Source: an optimization exercise on an open RTL-to-GDS flow (aim: small area and a short achievable clock period). Production flows keep margins and buffers that such runs may drop.
Where RTL was checked, it was by simulation tests only, not by an equivalence proof against the original.
Only the layout flow was run in run 1; the RTL was not checked for function there.

## flow/design.v (module list and top-level ports; edited modules follow where they fit)
// module fixed_point_alu: 1472 lines
module fixed_point_alu (
    input clk,
    input rst,
    input [1:0] op,
    input signed [15:0] a,
    input signed [15:0] b,
    output signed [23:0] out,
    output overflow
);
  // ...
==> flow/flow/run.sh <==
#!/bin/bash
# The standard layout (standard.sh), with timing repair asked for more setup
# slack than the clock needs, so that it sizes up the critical paths.
export SETUP_SLACK_MARGIN=30
export BUFFER_PORTS_ARGS="-buffer_cell sky130_fd_sc_hd__buf_2"
bash standard.sh > standard.log 2>&1
==> flow/standard.sh <==
#!/bin/bash
# synth_recipe.tcl (not shown) runs the flow's synth.tcl, then flattens the netlist and writes it again
# the make line also repeats each setting of config.mk as NAME=value (left out here)
make -C /OpenROAD-flow-scripts/flow DESIGN_CONFIG=/design/flow/config.mk WORK_HOME=/design/flow/orfs CLKGATE_MAP_FILE= SYNTH_SCRIPT=/design/flow/synth_recipe.tcl "${@:-finish}"
==> flow/config.mk <==
export PLATFORM = sky130hd
export DESIGN_NAME = fixed_point_alu
export DESIGN_NICKNAME = fixed_point_alu
export VERILOG_FILES = /design/flow/design.v
export SDC_FILE = /design/flow/constraint.sdc
export NUM_CORES = 4
export LEC_CHECK = 0
export ABC_AREA = 1
export CAP_MARGIN = 20
export CORE_MARGIN = 2
export CORE_UTILIZATION = 40
export SLEW_MARGIN = 20
==> flow/constraint.sdc <==
create_clock -name core_clock -period 60.0 [get_ports {clk}]
set_input_delay 12.0000 -clock core_clock [delete_from_list [all_inputs] [get_ports {clk}]]
set_output_delay 12.0000 -clock core_clock [all_outputs]
set_load 0.01 [all_outputs]
==> flow_summary_export.csv, run 1 <==
group,metric,value,unit
floorplan,ios,61,
floorplan,design.die.area,63100,um^2
global_routing,first_global_vias,25300,
clock_tree,cts_tree,"built",
drt,met1Wirelength,36100,um
sta,timing_worst_slew_pin_value,1.25,ns
sta,timing.max_slew.rel_slack,16.3,%
worst_setup_path,cpMostUsedCell,"nand2_1",
floorplan,floorplan.tapcells,782,
final_layout,multi_input_area_share,78.6,%
final_layout,layout.cells.most_common_list,"nand2_1 (1,537), nand3_1 (625), inv_1 (598)",
synth,synth_compound_area_share,8.93,%
synth,synthesis.area,24400,um^2
sta,setup_viol,0,
clock_tree,postCtsSetupBuffers,0,
worst_setup_path,timing.critical_path.slowest_cell_delay,0.71,ns
sta,final_critical_path_time_including_i_o_delays_and_setup,28.58,ns
worst_hold_path,holdCritPathClass,"in -> async",
global_routing,grt_max_degree,40,
drt,drt_first_pass_iters,6,
sta,final.setup.tns,0,ns
clock_tree,cts_max_path_buffers,2,
sta,hold_viol,0,
global_routing,grt_util_met1,33.3,%
final_layout,clock_tree_area_fraction,0.763,%
worst_setup_path,crit_cells,107,
global_routing,met2_grt_util,44.9,%
sta,fin_hold_ws,11.62,ns
global_routing,grt_pass1_wl,133000,um
status,outcome,"no timing/DRC/antenna violations",
final_layout,syn2layout_area_growth,4.07,%
drt,drc_errors,0,
clock_tree,ctsRootBufferMaster,"clkbuf_16",
final_layout,layout-drive-gt1-share,6.78,%
==> run 2: changes to the inputs <==
--- a/flow/design.v
+++ b/flow/design.v
@@ -763,99 +763,99 @@
     assign d1_r11_r[7] = d1_p11[7] ^ (q1[11] & (E[7] ^ d1_r11_G11));
     assign d1_r11_r[8] = d1_p11[8] ^ (q1[11] & (E[8] ^ d1_r11_G19));
     assign d1_r11_r[9] = d1_p11[9] ^ (q1[11] & (E[9] ^ d1_r11_G14));
     assign d1_r11_r[10] = d1_p11[10] ^ (q1[11] & (E[10] ^ d1_r11_G20));
     assign d1_r11_r[11] = d1_p11[11] ^ (q1[11] & (E[11] ^ d1_r11_G12));
     assign d1_r11_r[12] = d1_p11[12] ^ (q1[11] & (E[12] ^ d1_r11_G21));
     wire [12:0] d1_rn11 = d1_r11_r;
     wire [14:0] d1_rem11 = {2'd0, d1_rn11[12:0]};
+    wire [13:0] d1_p10 = {d1_rem11[12:0], N[10]};
+    wire [13:0] d1_r10_g = d1_p10 & E[13:0];
+    wire [13:0] d1_r10_o = d1_p10 | E[13:0];
+    wire d1_r10_G1 = d1_r10_g[0] | (d1_r10_o[0] & cin);
+    wire d1_r10_G2 = d1_r10_g[2] | (d1_r10_o[2] & d1_r10_g[1]);
+    wire d1_r10_P2 = d1_r10_o[2] & d1_r10_o[1];
+    wire d1_r10_G3 = d1_r10_g[4] | (d1_r10_o[4] & d1_r10_g[3]);
+    wire d1_r10_P3 = d1_r10_o[4] & d1_r10_o[3];
+    wire d1_r10_G4 = d1_r10_g[6] | (d1_r10_o[6] & d1_r10_g[5]);
+    wire d1_r10_P4 = d1_r10_o[6] & d1_r10_o[5];
+    wire d1_r10_G5 = d1_r10_g[8] | (d1_r10_o[8] & d1_r10_g[7]);
+    wire d1_r10_P5 = d1_r10_o[8] & d1_r10_o[7];
+    wire d1_r10_G6 = d1_r10_g[10] | (d1_r10_o[10] & d1_r10_g[9]);
+    wire d1_r10_P6 = d1_r10_o[10] & d1_r10_o[9];
+    wire d1_r10_G7 = d1_r10_g[12] | (d1_r10_o[12] & d1_r10_g[11]);
+    wire d1_r10_P7 = d1_r10_o[12] & d1_r10_o[11];
+    wire d1_r10_G8 = d1_r10_G2 | (d1_r10_P2 & d1_r10_G1);
+    wire d1_r10_G9 = d1_r10_G4 | (d1_r10_P4 & d1_r10_G3);
+    wire d1_r10_P9 = d1_r10_P4 & d1_r10_P3;
+    wire d1_r10_G10 = d1_r10_G6 | (d1_r10_P6 & d1_r10_G5);
+    wire d1_r10_P10 = d1_r10_P6 & d1_r10_P5;
+    wire d1_r10_G11 = d1_r10_G9 | (d1_r10_P9 & d1_r10_G8);
+    wire d1_r10_G12 = d1_r10_G10 | (d1_r10_P10 & d1_r10_G11);
+    wire d1_r10_G13 = d1_r10_G3 | (d1_r10_P3 & d1_r10_G8);
+    wire d1_r10_G14 = d1_r10_G5 | (d1_r10_P5 & d1_r10_G11);
+    wire d1_r10_G15 = d1_r10_G7 | (d1_r10_P7 & d1_r10_G12);
+    wire d1_r10_G16 = d1_r10_g[1] | (d1_r10_o[1] & d1_r10_G1);
+    wire d1_r10_G17 = d1_r10_g[3] | (d1_r10_o[3] & d1_r10_G8);
+    wire d1_r10_G18 = d1_r10_g[5] | (d1_r10_o[5] & d1_r10_G13);
+    wire d1_r10_G19 = d1_r10_g[7] | (d1_r10_o[7] & d1_r10_G11);
+    wire d1_r10_G20 = d1_r10_g[9] | (d1_r10_o[9] & d1_r10_G14);
+    wire d1_r10_G21 = d1_r10_g[11] | (d1_r10_o[11] & d1_r10_G12);
+    wire d1_r10_G22 = d1_r10_g[13] | (d1_r10_o[13] & d1_r10_G15);
+    assign q1[10] = (&E[15:14]) & d1_r10_G22;
+    wire [13:0] d1_r10_r;
+    assign d1_r10_r[0] = d1_p10[0] ^ (q1[10] & (E[0] ^ cin));
+    assign d1_r10_r[1] = d1_p10[1] ^ (q1[10] & (E[1] ^ d1_r10_G1));
+    assign d1_r10_r[2] = d1_p10[2] ^ (q1[10] & (E[2] ^ d1_r10_G16));
+    assign d1_r10_r[3] = d1_p10[3] ^ (q1[10] & (E[3] ^ d1_r10_G8));
+    assign d1_r10_r[4] = d1_p10[4] ^ (q1[10] & (E[4] ^ d1_r10_G17));
+    assign d1_r10_r[5] = d1_p10[5] ^ (q1[10] & (E[5] ^ d1_r10_G13));
+    assign d1_r10_r[6] = d1_p10[6] ^ (q1[10] & (E[6] ^ d1_r10_G18));
+    assign d1_r10_r[7] = d1_p10[7] ^ (q1[10] & (E[7] ^ d1_r10_G11));
+    assign d1_r10_r[8] = d1_p10[8] ^ (q1[10] & (E[8] ^ d1_r10_G19));
+    assign d1_r10_r[9] = d1_p10[9] ^ (q1[10] & (E[9] ^ d1_r10_G14));
+    assign d1_r10_r[10] = d1_p10[10] ^ (q1[10] & (E[10] ^ d1_r10_G20));
+    assign d1_r10_r[11] = d1_p10[11] ^ (q1[10] & (E[11] ^ d1_r10_G12));
+    assign d1_r10_r[12] = d1_p10[12] ^ (q1[10] & (E[12] ^ d1_r10_G21));
+    assign d1_r10_r[13] = d1_p10[13] ^ (q1[10] & (E[13] ^ d1_r10_G15));
+    wire [13:0] d1_rn10 = d1_r10_r;
+    wire [14:0] d1_rem10 = {1'd0, d1_rn10[13:0]};
     reg [1:0] op_r;
     reg [23:0] res_r;   
     reg [14:0] e_r;     
     reg cin_r, a15_r;
-    reg [3:0] remh_r;   
-    reg [2:0] n_r;     
+    reg [4:0] remh_r;   
+    reg [1:0] n_r;     
     always @(posedge clk or posedge rst) begin
         if (rst) begin
             op_r <= 2'd0;
             res_r <= 24'd0;
         end else begin
             op_r <= op;
             case (op)
                 2'b00, 2'b01: res_r <= {{7{addsub[16]}}, addsub};
                 2'b10: res_r <= prod[31:8];
-                default: res_r <= {q1[23:11], d1_rem11[10:0]};
+                default: res_r <= {q1[23:10], d1_rem10[9:0]};
             endcase
         end
     end
     always @(posedge clk) begin
         e_r <= E[14:0];
         cin_r <= cin;
         a15_r <= a[15];
-        n_r <= na[2:0];
-        remh_r <= d1_rem11[14:11];
+        n_r <= na[1:0];
+        remh_r <= d1_rem10[14:10];
     end
     wire [15:0] E2 = {1'b1, e_r};
-    wire [14:0] rem2 = {remh_r, res_r[10:0]};
-    wire [23:0] N2 = {13'd0, n_r, 8'd0};
+    wire [14:0] rem2 = {remh_r, res_r[9:0]};
+    wire [23:0] N2 = {14'd0, n_r, 8'd0};
     wire [23:0] q;
-    assign q[23:11] = res_r[23:11];
-    wire [13:0] d2_p10 = {rem2[12:0], N2[10]};
-    wire [13:0] d2_r10_g = d2_p10 & E2[13:0];
-    wire [13:0] d2_r10_o = d2_p10 | E2[13:0];
-    wire d2_r10_G1 = d2_r10_g[0] | (d2_r10_o[0] & cin_r);
-    wire d2_r10_G2 = d2_r10_g[2] | (d2_r10_o[2] & d2_r10_g[1]);
-    wire d2_r10_P2 = d2_r10_o[2] & d2_r10_o[1];
-    wire d2_r10_G3 = d2_r10_g[4] | (d2_r10_o[4] & d2_r10_g[3]);
-    wire d2_r10_P3 = d2_r10_o[4] & d2_r10_o[3];
-    wire d2_r10_G4 = d2_r10_g[6] | (d2_r10_o[6] & d2_r10_g[5]);
-    wire d2_r10_P4 = d2_r10_o[6] & d2_r10_o[5];
-    wire d2_r10_G5 = d2_r10_g[8] | (d2_r10_o[8] & d2_r10_g[7]);
-    wire d2_r10_P5 = d2_r10_o[8] & d2_r10_o[7];
-    wire d2_r10_G6 = d2_r10_g[10] | (d2_r10_o[10] & d2_r10_g[9]);
-    wire d2_r10_P6 = d2_r10_o[10] & d2_r10_o[9];
-    wire d2_r10_G7 = d2_r10_g[12] | (d2_r10_o[12] & d2_r10_g[11]);
-    wire d2_r10_P7 = d2_r10_o[12] & d2_r10_o[11];
-    wire d2_r10_G8 = d2_r10_G2 | (d2_r10_P2 & d2_r10_G1);
-    wire d2_r10_G9 = d2_r10_G4 | (d2_r10_P4 & d2_r10_G3);
-    wire d2_r10_P9 = d2_r10_P4 & d2_r10_P3;
-    wire d2_r10_G10 = d2_r10_G6 | (d2_r10_P6 & d2_r10_G5);
-    wire d2_r10_P10 = d2_r10_P6 & d2_r10_P5;
-    wire d2_r10_G11 = d2_r10_G9 | (d2_r10_P9 & d2_r10_G8);
-    wire d2_r10_G12 = d2_r10_G10 | (d2_r10_P10 & d2_r10_G11);
-    wire d2_r10_G13 = d2_r10_G3 | (d2_r10_P3 & d2_r10_G8);
-    wire d2_r10_G14 = d2_r10_G5 | (d2_r10_P5 & d2_r10_G11);
-    wire d2_r10_G15 = d2_r10_G7 | (d2_r10_P7 & d2_r10_G12);
-    wire d2_r10_G16 = d2_r10_g[1] | (d2_r10_o[1] & d2_r10_G1);
-    wire d2_r10_G17 = d2_r10_g[3] | (d2_r10_o[3] & d2_r10_G8);
-    wire d2_r10_G18 = d2_r10_g[5] | (d2_r10_o[5] & d2_r10_G13);
-    wire d2_r10_G19 = d2_r10_g[7] | (d2_r10_o[7] & d2_r10_G11);
-    wire d2_r10_G20 = d2_r10_g[9] | (d2_r10_o[9] & d2_r10_G14);
-    wire d2_r10_G21 = d2_r10_g[11] | (d2_r10_o[11] & d2_r10_G12);
-    wire d2_r10_G22 = d2_r10_g[13] | (d2_r10_o[13] & d2_r10_G15);
-    assign q[10] = (&E2[15:14]) & d2_r10_G22;
-    wire [13:0] d2_r10_r;
-    assign d2_r10_r[0] = d2_p10[0] ^ (q[10] & (E2[0] ^ cin_r));
-    assign d2_r10_r[1] = d2_p10[1] ^ (q[10] & (E2[1] ^ d2_r10_G1));
-    assign d2_r10_r[2] = d2_p10[2] ^ (q[10] & (E2[2] ^ d2_r10_G16));
-    assign d2_r10_r[3] = d2_p10[3] ^ (q[10] & (E2[3] ^ d2_r10_G8));
-    assign d2_r10_r[4] = d2_p10[4] ^ (q[10] & (E2[4] ^ d2_r10_G17));
-    assign d2_r10_r[5] = d2_p10[5] ^ (q[10] & (E2[5] ^ d2_r10_G13));
-    assign d2_r10_r[6] = d2_p10[6] ^ (q[10] & (E2[6] ^ d2_r10_G18));
-    assign d2_r10_r[7] = d2_p10[7] ^ (q[10] & (E2[7] ^ d2_r10_G11));
-    assign d2_r10_r[8] = d2_p10[8] ^ (q[10] & (E2[8] ^ d2_r10_G19));
-    assign d2_r10_r[9] = d2_p10[9] ^ (q[10] & (E2[9] ^ d2_r10_G14));
-    assign d2_r10_r[10] = d2_p10[10] ^ (q[10] & (E2[10] ^ d2_r10_G20));
-    assign d2_r10_r[11] = d2_p10[11] ^ (q[10] & (E2[11] ^ d2_r10_G12));
-    assign d2_r10_r[12] = d2_p10[12] ^ (q[10] & (E2[12] ^ d2_r10_G21));
-    assign d2_r10_r[13] = d2_p10[13] ^ (q[10] & (E2[13] ^ d2_r10_G15));
-    wire [13:0] d2_rn10 = d2_r10_r;
-    wire [14:0] d2_rem10 = {1'd0, d2_rn10[13:0]};
-    wire [14:0] d2_p9 = {d2_rem10[13:0], N2[9]};
+    assign q[23:10] = res_r[23:10];
+    wire [14:0] d2_p9 = {rem2[13:0], N2[9]};
     wire [14:0] d2_r9_g = d2_p9 & E2[14:0];
     wire [14:0] d2_r9_o = d2_p9 | E2[14:0];
     wire d2_r9_G1 = d2_r9_g[0] | (d2_r9_o[0] & cin_r);
     wire d2_r9_G2 = d2_r9_g[2] | (d2_r9_o[2] & d2_r9_g[1]);
     wire d2_r9_P2 = d2_r9_o[2] & d2_r9_o[1];
     wire d2_r9_G3 = d2_r9_g[4] | (d2_r9_o[4] & d2_r9_g[3]);
     wire d2_r9_P3 = d2_r9_o[4] & d2_r9_o[3];
     wire d2_r9_G4 = d2_r9_g[6] | (d2_r9_o[6] & d2_r9_g[5]);
==> flow/flow/run.sh (replaced) <==
#!/bin/bash
# The standard layout (standard.sh), with timing repair asked for more setup
# slack than the clock needs, so that it sizes up the critical paths.
export SETUP_SLACK_MARGIN=32
export BUFFER_PORTS_ARGS="-buffer_cell sky130_fd_sc_hd__buf_2"
bash standard.sh > standard.log 2>&1
==> run 2 against run 1 <==
  * Utilization grew 0.068 points
  * Largest cell class unchanged
  * Die area grew 0.22%
  * Synthesized cell count shrank 2.4%
  * Global-route usage grew 0.60 points
  * Sequential share of layout area grew 0.059 points
  * Maximum frequency grew 7.3%
  * Area after synthesis grew 0.22%
  * Critical path depth shrank 10
  * Final area grew 0.35%
==> flow_summary_export.csv, run 2 <==
group,metric,value,unit
placement,port_buffers,60,
sta,grt_setup_unrepaired,"no",
synth,synth-edff-count,0,
sta,timing.final.max_slew_violations,0,
worst_setup_path,critPathTopFamily,"simple AND/OR/NAND/NOR gates",
drt,drc_errors,0,
worst_setup_path,timing_worst_setup_path_type,"reg -> out",
sta,setup_ws,33.37,ns
drt,vias,27600,
worst_setup_path,worst_ep_arrival_time,14.63,ns
worst_setup_path,worst-path-max-fanout,21,
placement,dpl.hpwl,66000,um
floorplan,placementRows,90,
floorplan,total_core_area,60500,um^2
worst_setup_path,setup.worst_path.end_class,"primary output",
worst_setup_path,critPathRequiredTime,48.00,ns
sta,fin_hold_ws,11.71,ns
sta,timing_worst_slew_pin_value,0.989,ns
worst_setup_path,cpMostUsedCell,"nand2_1",
final_layout,layout.cells.most_common_list,"nand2_1 (1,440), nand3_1 (577), inv_1 (549)",
floorplan,die_x,251,um
status,outcome,"no timing/DRC/antenna violations",
sta,final.setup.tns,0,ns
global_routing,grt_pass1_wl,134000,um
run,max_cap_viol_count,0,
clock_tree,holdBufCountCts,0,
synth,synth.top_cell.area_share,22.2,%
synth,ys_top_cells_by_area,"nand2_1 (22%), nand3_1 (12%), xor2_1 (9.1%)",
global_routing,first_global_vias,24900,
final_layout,n_fill_cell,6684,
floorplan,floorplan.initialDensity,40.5,%
clock_tree,cts.clk_slew.worst_paths,0.07,ns
sta,max_clock_freq,37.6,MHz
clock_tree,cts-buffers-inserted,5,
synth,synthesis.area,24500,um^2
drt,drt-wirelength-per-cell,17.0,um
clock_tree,ctsRootBufferMaster,"clkbuf_16",
drt,drt_first_pass_iters,6,
clock_tree,clock_sink_count,49,
synth,synthesis.area_per_instance,5.64,um^2
synth,syn-instance-count,4339,
global_routing,antenna_violations_before_repair,1,
sta,final.period_utilization,44.4,%
drt,route.antenna.remaining_nets,0,
worst_setup_path,path_buf_inv,6,
placement,preCtsSetupSlack,32.02,ns
floorplan,die_boundary_height,251,um
synth,synth-seq-area-share,4.54,%
synth,synthMostInstantiatedCell,"nand2_1",
global_routing,globalRouteTotalUtil,26.4,%
final_layout,stdcell_area,25500,um^2
worst_setup_path,critical_path.slowest_cell,"xnor2_1",
drt,vias_per_cell,5.44,
synth,yosys-top-cells-count,"nand2_1 (1,445), nand3_1 (579), inv_1 (549)",
drt,finalWirelength,86300,um
worst_hold_path,holdCritPathClass,"in -> async",
sta,final_critical_path_time_including_i_o_delays_and_setup,26.63,ns
worst_setup_path,timing.critical_path.slowest_cell_delay,0.67,ns
sta,hold_viol,0,
sta,timing.max_slew.rel_slack,33.9,%
synth,syn-num-nets,4556,
final_layout,registers.top_by_ff_count,"res_r",
sta,setup_viol,0,
clock_tree,htreeDepth,2,
placement,placedCellCount,5035,
final_layout,fin_nets,4500,
clock_tree,cts_tree,"built",
placement,postPlaceCellArea,24900,um^2
final_layout,syn2layout_area_growth,4.21,%
global_routing,grt_remaining_overflow,0,
synth,yosys_register_bits,49,
final_layout,layout-drive-gt1-share,9.36,%
synth,yosys_most_used_dff,"dfrtp_1",
drt,detail_route.iter0.violations,2051,
final_layout,utilization,42.2,%
placement,place_congestion,0.962,
floorplan,ios,61,
synth,yosysWarnings,1,
clock_tree,cts_max_path_buffers,2,
floorplan,design.die.area,63200,um^2
global_routing,grt_max_degree,39,
synth,postSynth.asyncResetShare,53.1,%
final_layout,finish.cell_count_without_fillers,5067,
synth,synthDominantAreaCellType,"nand2_1",
final_layout,mostFrequentLayoutCell,"nand2_1",
worst_setup_path,start_kind,"register",
final_layout,reg_top3,"res_r x24, e_r x15, remh_r x4",
final_layout,largest_register_ff_count,24,
synth,synthDistinctLibCells,71,
[run 2: cell type report]
type / count / area, um^2 / area share, %
timing repair buffer: 117 / 743 / 2.91
antenna: 1 / 2.50 / 0.00981
tap: 782 / 978 / 3.84
multi-input combinational: 3482 / 20200 / 79.0
clock inverter: 2 / 13.8 / 0.0540
clock buffer: 6 / 139 / 0.544
inverter: 628 / 2370 / 9.27
sequential: 49 / 1110 / 4.36
[run 2: logic make-up (layout without fill, tap and decap cells)]
| group | after synthesis | count (layout) | share of synthesized area, % |
|---|---|---|---|
| AOI/OAI and AO/OA | 358 | 358 | 9.04 |
| xor gates and xnor gates | 283 | 283 | 10.6 |
| other | 0 | 1 | 0 |
| adders and majority gates | 184 | 184 | 12.7 |
| muxes | 3 | 3 | 0.123 |
| DFF | 49 | 49 | 4.54 |
| and+or+nand+nor | 2645 | 2654 | 48.5 |
| buffers and inverters | 817 | 753 | 14.5 |
[run 2: repair_timing]
action | CTS | global route
cloned | 0 | 9
endpoints found under the setup margin | 21 | 39
buffers inserted | 0 | 12
resized for setup | 2 | 43
hold endpoints to repair | 0 | 0
pin swaps | 0 | 8
[run 2: worst max-delay path by stage]
stage / cells past startpoint / startpoint / end / slack (ns)
4_1_cts: 100 / cin_r$_DFF_P_ / out[9] / 32.18
2_1_floorplan: 106 / cin_r$_DFF_P_ / out[19] / 37.09
3_3_place_gp: 101 / cin_r$_DFF_P_ / out[3] / 32.32
6_report: 97 / n_r[1]$_DFF_P_ / out[1] / 33.37
3_5_place_dp: 100 / cin_r$_DFF_P_ / out[9] / 32.02
5_1_grt: 107 / e_r[0]$_DFF_P_ / out[16] / 31.89
[run 2: layer usage]
metal / track usage, % / part of all wire [%] / vias to the layer above
li1: - / - / 13800
met3: 2.23 / 6.1 / 187
met1: 33.7 / 42 / 12600
met5: 0 / 0.014 / -
met4: 10.4 / 4.3 / 2
met2: 45.8 / 47 / 986
==> run 3: changes to the inputs <==
==> flow/flow/run.sh (replaced) <==
#!/bin/bash
# The standard layout (standard.sh), with timing repair asked for more setup
# slack than the clock needs, so that it sizes up the critical paths.
export SETUP_SLACK_MARGIN=0
export BUFFER_PORTS_ARGS="-buffer_cell sky130_fd_sc_hd__buf_2"
bash standard.sh > standard.log 2>&1
==> run 3 against run 2 <==
  * Non-clock buffer count down 12
  * Area after synthesis unchanged
  * Synthesized cell count is the same
  * Flip-flop and latch count is the same
  * Final cell count decreased by 0.41%
  * Hold slack improved by 0.0028 ns
  * Final area is 1.6% lower
  * Critical path type unchanged
==> flow_summary_export.csv, run 3 <==
group,metric,value,unit
sta,final.setup.tns,0,ns
synth,postSynth.asyncResetShare,53.1,%
drt,vias,27200,
synth,synthMostInstantiatedCell,"nand2_1",
sta,grt_setup_unrepaired,"no",
sta,setup_viol,0,
synth,ys_top_cells_by_area,"nand2_1 (22%), nand3_1 (12%), xor2_1 (9.1%)",
global_routing,grt_pass1_wl,134000,um
drt,drt-wirelength-per-cell,16.7,um
clock_tree,postCtsSetupBuffers,0,
synth,synth-edff-count,0,
final_layout,stdcell_area,25100,um^2
sta,timing.max_slew.rel_slack,33.4,%
synth,synthesis.area_per_instance,5.64,um^2
placement,dpl.hpwl,66000,um
floorplan,ios,61,
placement,port_buffers,60,
synth,synthDominantAreaCellType,"nand2_1",
global_routing,first_global_vias,24900,
floorplan,design.die.area,63200,um^2
clock_tree,cts.clk_slew.worst_paths,0.07,ns
clock_tree,cts_max_path_buffers,2,
clock_tree,ctsRootBufferMaster,"clkbuf_16",
final_layout,utilization,41.5,%
sta,timing.final.max_slew_violations,0,
global_routing,antenna_violations_before_repair,1,
clock_tree,holdBufCountCts,0,
final_layout,layout.cells.most_common_list,"nand2_1 (1,445), nand3_1 (579), inv_1 (549)",
sta,setup_ws,31.58,ns
sta,fin_hold_ws,11.71,ns
final_layout,registers.top_by_ff_count,"res_r",
synth,syn-instance-count,4339,
final_layout,fin_nets,4479,
drt,drc_errors,0,
sta,final_critical_path_time_including_i_o_delays_and_setup,28.42,ns
clock_tree,cts_tree,"built",
placement,postPlaceCellArea,24900,um^2
run,max_cap_viol_count,0,
sta,hold_viol,0,
worst_setup_path,worst_ep_arrival_time,16.42,ns
final_layout,largest_register_ff_count,24,
synth,synthDistinctLibCells,71,
synth,syn-num-nets,4556,
sta,final.period_utilization,47.4,%
clock_tree,htreeDepth,2,
placement,placedCellCount,5035,
clock_tree,clock_sink_count,49,
worst_setup_path,setup.worst_path.end_class,"primary output",
drt,detail_route.iter0.violations,2078,
floorplan,floorplan.initialDensity,40.5,%
floorplan,die_boundary_height,251,um
clock_tree,cts-buffers-inserted,5,
worst_setup_path,timing.critical_path.slowest_cell_delay,0.57,ns
synth,yosys-top-cells-count,"nand2_1 (1,445), nand3_1 (579), inv_1 (549)",
final_layout,sequential_cell_area,1110,um^2
synth,synthesis.area,24500,um^2
worst_setup_path,timing_worst_setup_path_type,"reg -> out",
worst_setup_path,cpMostUsedCell,"nand2_1",
placement,place_congestion,0.962,
worst_setup_path,worst-path-max-fanout,36,
sta,timing_worst_slew_pin_value,0.995,ns
drt,vias_per_cell,5.39,
clock_tree,cts_repair_resize_count,0,
worst_setup_path,critPathRequiredTime,48.00,ns
floorplan,total_core_area,60500,um^2
floorplan,die_x,251,um
worst_setup_path,critical_path.slowest_cell,"nand2_1",
status,outcome,"no timing/DRC/antenna violations",
global_routing,grt_remaining_overflow,0,
final_layout,n_fill_cell,6725,
synth,synth-seq-area-share,4.54,%
drt,route.antenna.remaining_nets,0,
synth,synth.top_cell.area_share,22.2,%
final_layout,finish.cell_count_without_fillers,5046,
global_routing,grt_max_degree,39,
synth,yosys_register_bits,49,
final_layout,reg_top3,"res_r x24, e_r x15, remh_r x4",
floorplan,placementRows,90,
placement,preCtsSetupSlack,32.02,ns
final_layout,mostFrequentLayoutCell,"nand2_1",
global_routing,globalRouteTotalUtil,26.3,%
worst_hold_path,holdCritPathClass,"in -> async",
synth,yosysWarnings,1,
drt,finalWirelength,84500,um
final_layout,multiInputGateArea,19800,um^2
final_layout,syn2layout_area_growth,2.55,%
synth,yosys_most_used_dff,"dfrtp_1",
worst_setup_path,start_kind,"register",
drt,drt_first_pass_iters,8,
sta,max_clock_freq,35.2,MHz
final_layout,layout-drive-gt1-share,8.42,%
## run 3: kinds of logic (layout without fill, tap and decap cells)
kind of cell             count (synthesis)  count (layout)  share of synthesized area (%)
buffers and inverters                  817             741                           14.5
flip-flops                              49              49                           4.54
XOR/XNOR                               283             283                           10.6
other                                    0               1                              0
multiplexers                             3               3                          0.123
AO/OA/AOI/OAI                          358             358                           9.04
adder cells (fa/ha/maj)                184             184                           12.7
AND/OR/NAND/NOR                       2645            2645                           48.5
## run 3: layout make-up
class / instances / share of cell area, %
Clock buffer: 6 / 0.553
Antenna cell: 1 / 0.00997
Clock inverter: 2 / 0.0548
Sequential cell: 49 / 4.43
Timing Repair Buffer: 105 / 2.60
Inverter: 628 / 9.39
Multi-Input combinational cell: 3473 / 79.1
Tap cell: 782 / 3.90
## run 3: worst max-delay path by stage
stage	startpoint	cells past startpoint	slack, ns	end
2_1_floorplan	cin_r$_DFF_P_	106	37.09	out[19]
3_3_place_gp	cin_r$_DFF_P_	101	32.32	out[3]
3_5_place_dp	cin_r$_DFF_P_	100	32.02	out[9]
4_1_cts	cin_r$_DFF_P_	100	31.66	out[9]
5_1_grt	cin_r$_DFF_P_	106	29.57	out[8]
6_report	cin_r$_DFF_P_	100	31.58	out[9]
## run 3: worst max-delay path, delay by kind of cell (launching register included)
kind | cells | cell delay (ns)
fa+ha+maj | 2 | 0.43
simple gates | 78 | 11.60
xor+xnor | 3 | 0.68
buf+inv | 6 | 0.79
flops | 1 | 0.48
compound gates | 11 | 2.02
## run 3: per-layer routing
layer | track usage (%) | wire (um) | vias to the layer above
li1 | - | - | 13700
met1 | 33.7 | 36100 | 12500
met2 | 45.8 | 39800 | 901
met3 | 2.23 | 5280 | 154
met4 | 10.4 | 3330 | 2
met5 | 0 | 12 | -

==> port drivers added, routing unchanged <==
How much do the figures lean on ideal ports? The routed layouts below were timed once more, with nothing changed but the port constraints. Step 1 (the two cells are an assumption about what drives the block):
set clk [get_ports {clk}]
set_driving_cell -lib_cell sky130_fd_sc_hd__clkbuf_16 $clk
set_driving_cell -lib_cell sky130_fd_sc_hd__buf_2 [delete_from_list [all_inputs] $clk]
Step 2, shift: input delay + t, output delay - t, t = (earliest + latest rising clock arrival at the registers) / 2. This alone moves slack from input paths to output paths. Slacks: no drivers / after step 1 / after step 2; pairs: no drivers / after step 1.
run	t, ns	slack for setup (ns)	slew at the worst register clock pin (ns)	worst data-port slew with drivers (ns)	cell pins on the clock port's net
run 1	0.344	31.415 / 31.364 / 31.536	0.07 / 0.07	0.04	1
run 2	0.348	33.370 / 33.313 / 33.292	0.07 / 0.07	0.08	1
run 3	0.349	31.582 / 31.524 / 31.873	0.07 / 0.07	0.08	1
After both steps every run listed still meets setup and hold. For run 2, which loses most, drivers alone change the setup slack by -0.057 ns; drivers and shift together by -0.078 ns.
